This design comes from an exercise in tuning for small area on the open sky130 flow, not from production work. The RTL was checked by simulation tests, not by an equivalence proof against the original design. Power and IR drop assume default switching activity.

==> run B: inputs <==
==> flow/design.v <==
module clock_divider(clk, rst, cnt);
input clk;
input rst;
output reg [2:0] cnt;
reg [8:0] lo;
wire lo_z8 = (lo[7:0] == 8'd0);
wire wrap = lo[8] & lo_z8;       
always @(posedge clk, posedge rst) begin
    if (rst) begin
        lo <= 9'd0;
        cnt <= 3'd0;
    end else begin
        lo <= {lo[7:0], lo[8] ^ lo[4] ^ lo_z8};
        if (wrap)
            cnt <= cnt + 1'b1;
    end
end
endmodule
module lab3_3(clk, rst, en, speed, led);
input clk;
input rst;
input en;
input speed;
output [15:0] led;
wire [2:0] S;    
clock_divider clkdiv(.clk(clk), .rst(rst), .cnt(S));
wire sel1 = speed ? S[0] : S[2];
wire sel2 = speed ? S[2] : S[0];
reg p1, p2;
always @(posedge clk) begin
    p1 <= sel1;
    p2 <= sel2;
end
wire step3 = sel1 & ~p1 & en;
wire step1 = sel2 & ~p2 & en;
reg [2:0] m;
reg dirC;         
wire [9:4] P;     
assign P[4] = ~m[0] & ~m[2];
assign P[5] =  m[0] & ~m[1];
assign P[6] =  m[1] & ~m[2];
assign P[7] =  m[0] &  m[2];
assign P[8] = ~m[0] &  m[1];
assign P[9] = ~m[1] &  m[2];
wire [15:0] M3;
assign M3[3:0]   = 4'b0;
assign M3[4]     = P[4];
assign M3[5]     = ~m[1] & ~m[2];
assign M3[6]     = ~m[2];
assign M3[7]     =  m[0];
assign M3[8]     =  m[1];
assign M3[9]     =  m[2];
assign M3[10]    = ~m[0] & m[2];
assign M3[11]    = P[9];
assign M3[15:12] = 4'b0;
wire m_up = dirC ? P[4] : ~P[9];
always @(posedge clk, posedge rst) begin
    if (rst) begin
        m <= 3'b100;
        dirC <= 1'b0;
    end else if (step3) begin
        m <= m_up ? {m[1], m[0], ~m[2]} : {~m[0], m[2], m[1]};
        dirC <= ~m_up;
    end
end
reg [3:0] a;
reg dirA;         
wire a0 = (a == 4'd0);
wire a15 = (a == 4'd15);
wire collA = P[4] & (a >= 4'd4) & (a <= 4'd7)
           | P[5] & (a >= 4'd4) & (a <= 4'd8)
           | P[6] & (a >= 4'd5) & (a <= 4'd9)
           | P[7] & (a >= 4'd6) & (a <= 4'd9)
           | P[8] & (a >= 4'd8) & (a <= 4'd11)
           | P[9] & (a >= 4'd8) & (a <= 4'd12);
wire a_up = dirA ? collA : ~a15;
wire a_hold = ~dirA & a0;            
wire a_die = dirA & ~collA & a0;     
always @(posedge clk, posedge rst) begin
    if (rst) begin
        a <= 4'd15;
        dirA <= 1'b1;
    end else if (step1 & ~a_hold) begin
        if (a_die)
            dirA <= 1'b0;
        else begin
            a <= a_up ? a + 1'b1 : a - 1'b1;
            dirA <= ~a_up;
        end
    end
end
wire [15:0] A1 = {(16'd1 << a)} & {15'h7fff, dirA};
reg [3:0] b;
reg dirB;         
wire b0 = (b == 4'd0);
wire b15 = (b == 4'd15);
wire collB = P[4] & (b >= 4'd3) & (b <= 4'd7)
           | P[5] & (b >= 4'd4) & (b <= 4'd8)
           | P[6] & (b >= 4'd5) & (b <= 4'd9)
           | P[7] & (b >= 4'd6) & (b <= 4'd10)
           | P[8] & (b >= 4'd7) & (b <= 4'd11)
           | P[9] & (b >= 4'd8) & (b <= 4'd11);
wire b_up = dirB ? b0 : ~collB;
wire b_hold = dirB & b15;            
wire b_die = ~dirB & ~collB & b15;   
always @(posedge clk, posedge rst) begin
    if (rst) begin
        b <= 4'd0;
        dirB <= 1'b0;
    end else if (step1 & ~b_hold) begin
        if (b_die)
            dirB <= 1'b1;
        else begin
            b <= b_up ? b + 1'b1 : b - 1'b1;
            dirB <= ~b_up;
        end
    end
end
wire [15:0] B1 = {(16'd1 << b)} & {~dirB, 15'h7fff};
assign led = A1 | B1 | M3;
endmodule
==> flow/flow/run.sh <==
#!/bin/bash
# Own layout flow: the standard synthesis, then its combinational logic
# re-mapped for area (flip-flops untouched), then the standard ORFS layout
# steps with 1x port buffers and a single-level clock tree.
set -euo pipefail
W=$PWD
R=$W/orfs/results/$FLOW_PLATFORM/lab3_3/base
export LIB_FILE=$FLOW_HOME/platforms/$FLOW_PLATFORM/lib/sky130_fd_sc_hd__tt_025C_1v80.lib
export DONT_USE_CELLS="$(sed -n '/^export DONT_USE_CELLS/,/^$/p' $FLOW_HOME/platforms/$FLOW_PLATFORM/config.mk | tr -d '\\' | sed 's/export DONT_USE_CELLS += //' | tr -s ' \n' ' ')"
export TOP=$FLOW_TOP

# 1. standard synthesis (netlist only)
bash standard.sh $R/1_2_yosys.v > $W/synth_standard.log 2>&1
cp $R/1_2_yosys.v $W/netlist_standard.v

# 2. re-map the logic with a few ABC area scripts, keep the smallest
best=""; best_area=""
for s in $W/flow/abc_*.script; do
  n=$(basename $s .script)
  if IN_V=$W/netlist_standard.v OUT_V=$W/netlist_$n.v ABC_SCRIPT=$s \
       yosys -c $W/flow/remap.tcl > $W/remap_$n.log 2>&1; then
    a=$(sed -n "s/.*Chip area for top module.*: *//p" $W/netlist_$n.v.stat)
    echo "$n $a" >> $W/remap_areas.txt
    if [[ -z "$best" ]] || awk "BEGIN{exit !($a < $best_area)}"; then best=$n; best_area=$a; fi
  fi
done
a0=$(grep -h "Chip area" $W/orfs/reports/$FLOW_PLATFORM/lab3_3/base/synth_stat.txt | head -1 | sed 's/.*: *//')
echo "standard $a0 best $best $best_area" >> $W/remap_areas.txt
if [[ -n "$best" ]] && awk "BEGIN{exit !($best_area < $a0)}"; then
  cp $W/netlist_$best.v $R/1_2_yosys.v
fi

# 3. layout
bash standard.sh finish \
  "BUFFER_PORTS_ARGS=-buffer_cell sky130_fd_sc_hd__buf_1" \
  > $W/layout_standard.log 2>&1
==> flow/flow/abc_a.script <==
strash
dch -f
amap
topo
==> flow/flow/abc_b.script <==
&get -n
&st
&dch -f
&nf -R 1000
&put
==> flow/flow/abc_c.script <==
strash
dch -f
map -a -B 0
topo
==> flow/flow/remap.tcl <==
# Re-map the combinational logic of the standard synthesis netlist for area.
# The flip-flops (and tie cells) are kept as they are, with their names and
# cell types; only the logic between them is re-synthesised by ABC.
yosys -import
set lib $::env(LIB_FILE)
read_liberty -ignore_miss_func $lib
read_verilog $::env(IN_V)
hierarchy -top $::env(TOP)
setattr -mod -set keep_hierarchy 1 sky130_fd_sc_hd__df* sky130_fd_sc_hd__conb*
flatten
opt_clean -purge
set du {}
foreach c $::env(DONT_USE_CELLS) { lappend du -dont_use $c }
abc -liberty $lib -script $::env(ABC_SCRIPT) {*}$du
opt_clean -purge
hilomap -singleton -hicell sky130_fd_sc_hd__conb_1 HI -locell sky130_fd_sc_hd__conb_1 LO
tee -o $::env(OUT_V).stat stat -liberty $lib
blackbox sky130_fd_sc_hd__*
write_verilog -noattr -nohex -nodec $::env(OUT_V)
==> flow/standard.sh <==
#!/bin/bash
# synth_recipe.tcl (not shown) runs the flow's synth.tcl, then flattens the netlist and writes it again
# the make line also repeats each setting of config.mk as NAME=value (left out here)
make -C /OpenROAD-flow-scripts/flow DESIGN_CONFIG=/design/flow/config.mk WORK_HOME=/design/flow/orfs CLKGATE_MAP_FILE= SYNTH_SCRIPT=/design/flow/synth_recipe.tcl "${@:-finish}"
==> flow/config.mk <==
export PLATFORM = sky130hd
export DESIGN_NAME = lab3_3
export DESIGN_NICKNAME = lab3_3
export VERILOG_FILES = /design/flow/design.v
export SDC_FILE = /design/flow/constraint.sdc
export NUM_CORES = 4
export LEC_CHECK = 0
export CAP_MARGIN = 20
export CORE_MARGIN = 2
export CORE_UTILIZATION = 40
export CTS_CLUSTER_DIAMETER = 500
export CTS_CLUSTER_SIZE = 40
export SLEW_MARGIN = 20
==> flow/constraint.sdc <==
create_clock -name core_clock -period 5.0 [get_ports {clk}]
set_input_delay 1.0000 -clock core_clock [delete_from_list [all_inputs] [get_ports {clk}]]
set_output_delay 1.0000 -clock core_clock [all_outputs]
set_load 0.01 [all_outputs]
==> inputs of run E, as changes to run B <==
==> flow/design.v, changed modules only <==
module clock_divider(clk, rst, cnt);
parameter n=12;
input clk;
input rst;
output reg [n-1:0] cnt;
always @(posedge clk, posedge rst) begin
    if (rst)
        cnt <= 0;
    else
        cnt <= cnt + 1'b1;
end
endmodule
module lab3_3(clk, rst, en, speed, led);
input clk;
input rst;
input en;
input speed;
output [15:0] led;
wire [11:0] S;
clock_divider #(12) clkdiv(.clk(clk), .rst(rst), .cnt(S));
wire sel1 = speed ? S[9]  : S[11];
wire sel2 = speed ? S[11] : S[9];
reg p1, p2;
always @(posedge clk) begin
    p1 <= sel1;
    p2 <= sel2;
end
wire step3 = sel1 & ~p1 & en;
wire step1 = sel2 & ~p2 & en;
reg [2:0] m;      
reg dirC;         
wire m_p4 = ~m[0] & ~m[2];
wire m_p9 = ~m[1] &  m[2];
wire [15:0] M3;
assign M3[3:0]   = 4'b0;
assign M3[4]     = m_p4;
assign M3[5]     = ~m[1] & ~m[2];
assign M3[6]     = ~m[2];
assign M3[7]     =  m[0];
assign M3[8]     =  m[1];
assign M3[9]     =  m[2];
assign M3[10]    = ~m[0] & m[2];
assign M3[11]    = m_p9;
assign M3[15:12] = 4'b0;
wire [9:4] P;
assign P[4] = m_p4;
assign P[5] =  m[0] & ~m[1];
assign P[6] =  m[1] & ~m[2];
assign P[7] =  m[0] &  m[2];
assign P[8] = ~m[0] &  m[1];
assign P[9] = m_p9;
wire m_up = dirC ? m_p4 : ~m_p9;
always @(posedge clk, posedge rst) begin
    if (rst) begin
        m <= 3'b100;    
        dirC <= 1'b0;
    end else if (step3) begin
        m <= m_up ? {m[1], m[0], ~m[2]} : {~m[0], m[2], m[1]};
        dirC <= dirC ? ~m_p4 : m_p9;
    end
end
reg [3:0] a;
reg dirA;        
reg aliveA;
wire [15:0] A1 = aliveA ? (16'd1 << a) : 16'd0;
wire collA = ((A1 & M3) != 0)
           | (P[9] & (A1[12] | A1[8]))
           | (P[8] & A1[11])
           | (P[7] & A1[6])
           | (P[6] & (A1[9] | A1[5]))
           | (P[5] & (A1[8] | A1[4]))
           | (P[4] & A1[7]);
wire a_up = dirA ? collA : (a != 4'd15);
always @(posedge clk, posedge rst) begin
    if (rst) begin
        a <= 4'd15;
        dirA <= 1'b1;
        aliveA <= 1'b1;
    end else if (step1 & aliveA) begin
        if (dirA & ~collA & (a == 4'd0))
            aliveA <= 1'b0;
        else begin
            a <= a_up ? a + 1'b1 : a - 1'b1;
            dirA <= ~a_up;
        end
    end
end
reg [3:0] b;
reg dirB;        
reg aliveB;
wire [15:0] B1 = aliveB ? (16'd1 << b) : 16'd0;
wire collB = ((B1 & M3) != 0)
           | (P[4] & (B1[3] | B1[7]))
           | (P[9] & B1[8])
           | (P[8] & (B1[11] | B1[7]))
           | (P[7] & (B1[10] | B1[6]))
           | (P[6] & (B1[9] | B1[5]))
           | (P[5] & (B1[8] | B1[4]));
wire b_up = dirB ? (b == 4'd0) : ~collB;
always @(posedge clk, posedge rst) begin
    if (rst) begin
        b <= 4'd0;
        dirB <= 1'b0;
        aliveB <= 1'b1;
    end else if (step1 & aliveB) begin
        if (~dirB & ~collB & (b == 4'd15))
            aliveB <= 1'b0;
        else begin
            b <= b_up ? b + 1'b1 : b - 1'b1;
            dirB <= ~b_up;
        end
    end
end
assign led = A1 | B1 | M3;
endmodule
==> flow/run.sh (new file) <==
#!/bin/bash
# synth_recipe.tcl (not shown) runs the flow's synth.tcl, then flattens the netlist and writes it again
# the make line also repeats each setting of config.mk as NAME=value (left out here)
make -C /OpenROAD-flow-scripts/flow DESIGN_CONFIG=/design/flow/config.mk WORK_HOME=/design/flow/orfs CLKGATE_MAP_FILE= SYNTH_SCRIPT=/design/flow/synth_recipe.tcl finish
Settings changed: CTS_CLUSTER_DIAMETER 500 to unset, CTS_CLUSTER_SIZE 40 to unset.
removed: flow/flow/run.sh
removed: flow/flow/abc_a.script
removed: flow/flow/abc_b.script
removed: flow/flow/abc_c.script
removed: flow/flow/remap.tcl
removed: flow/standard.sh
==> inputs of run Z, as changes to run B <==
--- a/flow/flow/run.sh
+++ b/flow/flow/run.sh
@@ -17,12 +17,17 @@
 best=""; best_area=""
 for s in $W/flow/abc_*.script; do
   n=$(basename $s .script)
-  if IN_V=$W/netlist_standard.v OUT_V=$W/netlist_$n.v ABC_SCRIPT=$s \
-       yosys -c $W/flow/remap.tcl > $W/remap_$n.log 2>&1; then
-    a=$(sed -n "s/.*Chip area for top module.*: *//p" $W/netlist_$n.v.stat)
-    echo "$n $a" >> $W/remap_areas.txt
-    if [[ -z "$best" ]] || awk "BEGIN{exit !($a < $best_area)}"; then best=$n; best_area=$a; fi
-  fi
+  IN_V=$W/netlist_standard.v OUT_V=$W/netlist_$n.v ABC_SCRIPT=$s \
+    yosys -c $W/flow/remap.tcl > $W/remap_$n.log 2>&1 &
+done
+wait
+for s in $W/flow/abc_*.script; do
+  n=$(basename $s .script)
+  [[ -s $W/netlist_$n.v.stat ]] || continue
+  a=$(sed -n "s/.*Chip area for top module.*: *//p" $W/netlist_$n.v.stat)
+  [[ -n "$a" ]] || continue
+  echo "$n $a" >> $W/remap_areas.txt
+  if [[ -z "$best" ]] || awk "BEGIN{exit !($a < $best_area)}"; then best=$n; best_area=$a; fi
 done
 a0=$(grep -h "Chip area" $W/orfs/reports/$FLOW_PLATFORM/lab3_3/base/synth_stat.txt | head -1 | sed 's/.*: *//')
 echo "standard $a0 best $best $best_area" >> $W/remap_areas.txt
@@ -33,4 +38,5 @@
 # 3. layout
 bash standard.sh finish \
   "BUFFER_PORTS_ARGS=-buffer_cell sky130_fd_sc_hd__buf_1" \
+  "CTS_ARGS=-sink_clustering_enable -repair_clock_nets -dont_use_dummy_load -sink_clustering_size 64 -sink_clustering_max_diameter 500 -buf_list sky130_fd_sc_hd__clkbuf_8 -root_buf sky130_fd_sc_hd__clkbuf_8" \
   > $W/layout_standard.log 2>&1
==> flow/flow/abc_d1.script (new file) <==
strash
&get -n
&deepsyn -T 15 -S 1
&put
dch -f
amap
==> flow/flow/abc_d2.script (new file) <==
strash
&get -n
&deepsyn -T 15 -S 2
&put
dch -f
amap
==> flow/flow/abc_d3.script (new file) <==
strash
&get -n
&deepsyn -T 15 -S 3
&put
dch -f
amap
==> flow/flow/abc_d4.script (new file) <==
strash
&get -n
&deepsyn -T 15 -S 4
&put
dch -f
amap
==> flow/flow/abc_s01.script (new file) <==
strash
dch -f
amap
==> flow/flow/abc_s21.script (new file) <==
strash
dch -f
amap
strash
dch -f
amap
strash
dch -f
amap
Settings changed: CTS_CLUSTER_DIAMETER 500 to unset, CTS_CLUSTER_SIZE 40 to unset.
removed: flow/flow/abc_a.script
removed: flow/flow/abc_b.script
removed: flow/flow/abc_c.script
==> notes.md <==
* Hold path depth at 0
* Worst Path Arrival at 2.25 ns
* Die ar. at 0.004277 mm2
* Outcome: complete, no violations
* Switch Pwr at 0.0005172 W
* Util after Layout at 0.4714
* Clock buffer count from CTS at 3
* Worst slack, placed at between 2 and 2.5 ns
* Clk network pwr share at 0.150
Source of the figures above: run B

==> notes.md <==
* Via count at 1,745
* Die ar. at 0.005815 mm2
* Outcome: complete, no violations
* Worst Path Arrival at between 2 and 2.5 ns
* Switch Pwr at 0.00009861 W
* Total core area at 0.005075 mm2
* Num sequential at 30
* Worst slack, placed at 2.048 ns
* Hold path depth at 1
* Met1 Use GR at 0.2547
* Adder-cell area share of the yosys netlist at 0.04913
* Post-route ant nets at 0
* Sequential Area at 750.7 um2
* Clk network pwr share at 0.492
* Clock buffer count from CTS at 5
* Util after Layout at 0.4766
Source of the figures above: run E

==> notes.md <==
* Switch Pwr at 0.0001118 W
* Worst Path Arrival at 2.08 ns
* Hold path depth at 0
* Clk network pwr share at 0.283
* Tapcells at 46
* Worst slack, placed at about 2.3 ns
* Die Y at 63.32 um
* Die ar. at about 0.0040 mm2
* Outcome: complete, no violations
* Buf+Inv Stages, Crit Path at 2
* Slowest CP cell: dfstp_2
* Util after Layout at 0.4691
* CTS tree: yes
Source of the figures above: run Z

port drivers added, routing unchanged:
In the flow no input, the clock included, has a driving cell. The finished layouts below were timed again as built, in two steps.
Step 1 sets driving cells, clkbuf_16 on the clock port and buf_2 on the other inputs (assumed; they add their load-dependent delay and slew).
Step 2 moves the port delays by t, midway between the first and last clock arrival at a register: inputs arrive t later, outputs are due t later. That takes back most of the time a late clock gives input paths.
Three values: ideal, step 1, step 2; two values: the first two.
| run | shift t [ns] | setup slack, ns | worst slew at a driven data input, ns | pins driven straight from the clock port |
|---|---|---|---|---|
| run B | 0.298 | 1.748 / 1.726 / 2.024 | 0.03 | 1 |
| run E | 0.305 | 1.773 / 1.747 / 2.027 | 0.03 | 1 |
| run Z | 0.294 | 1.922 / 1.896 / 2.190 | 0.03 | 1 |
After both steps setup and hold are still met in every run listed.
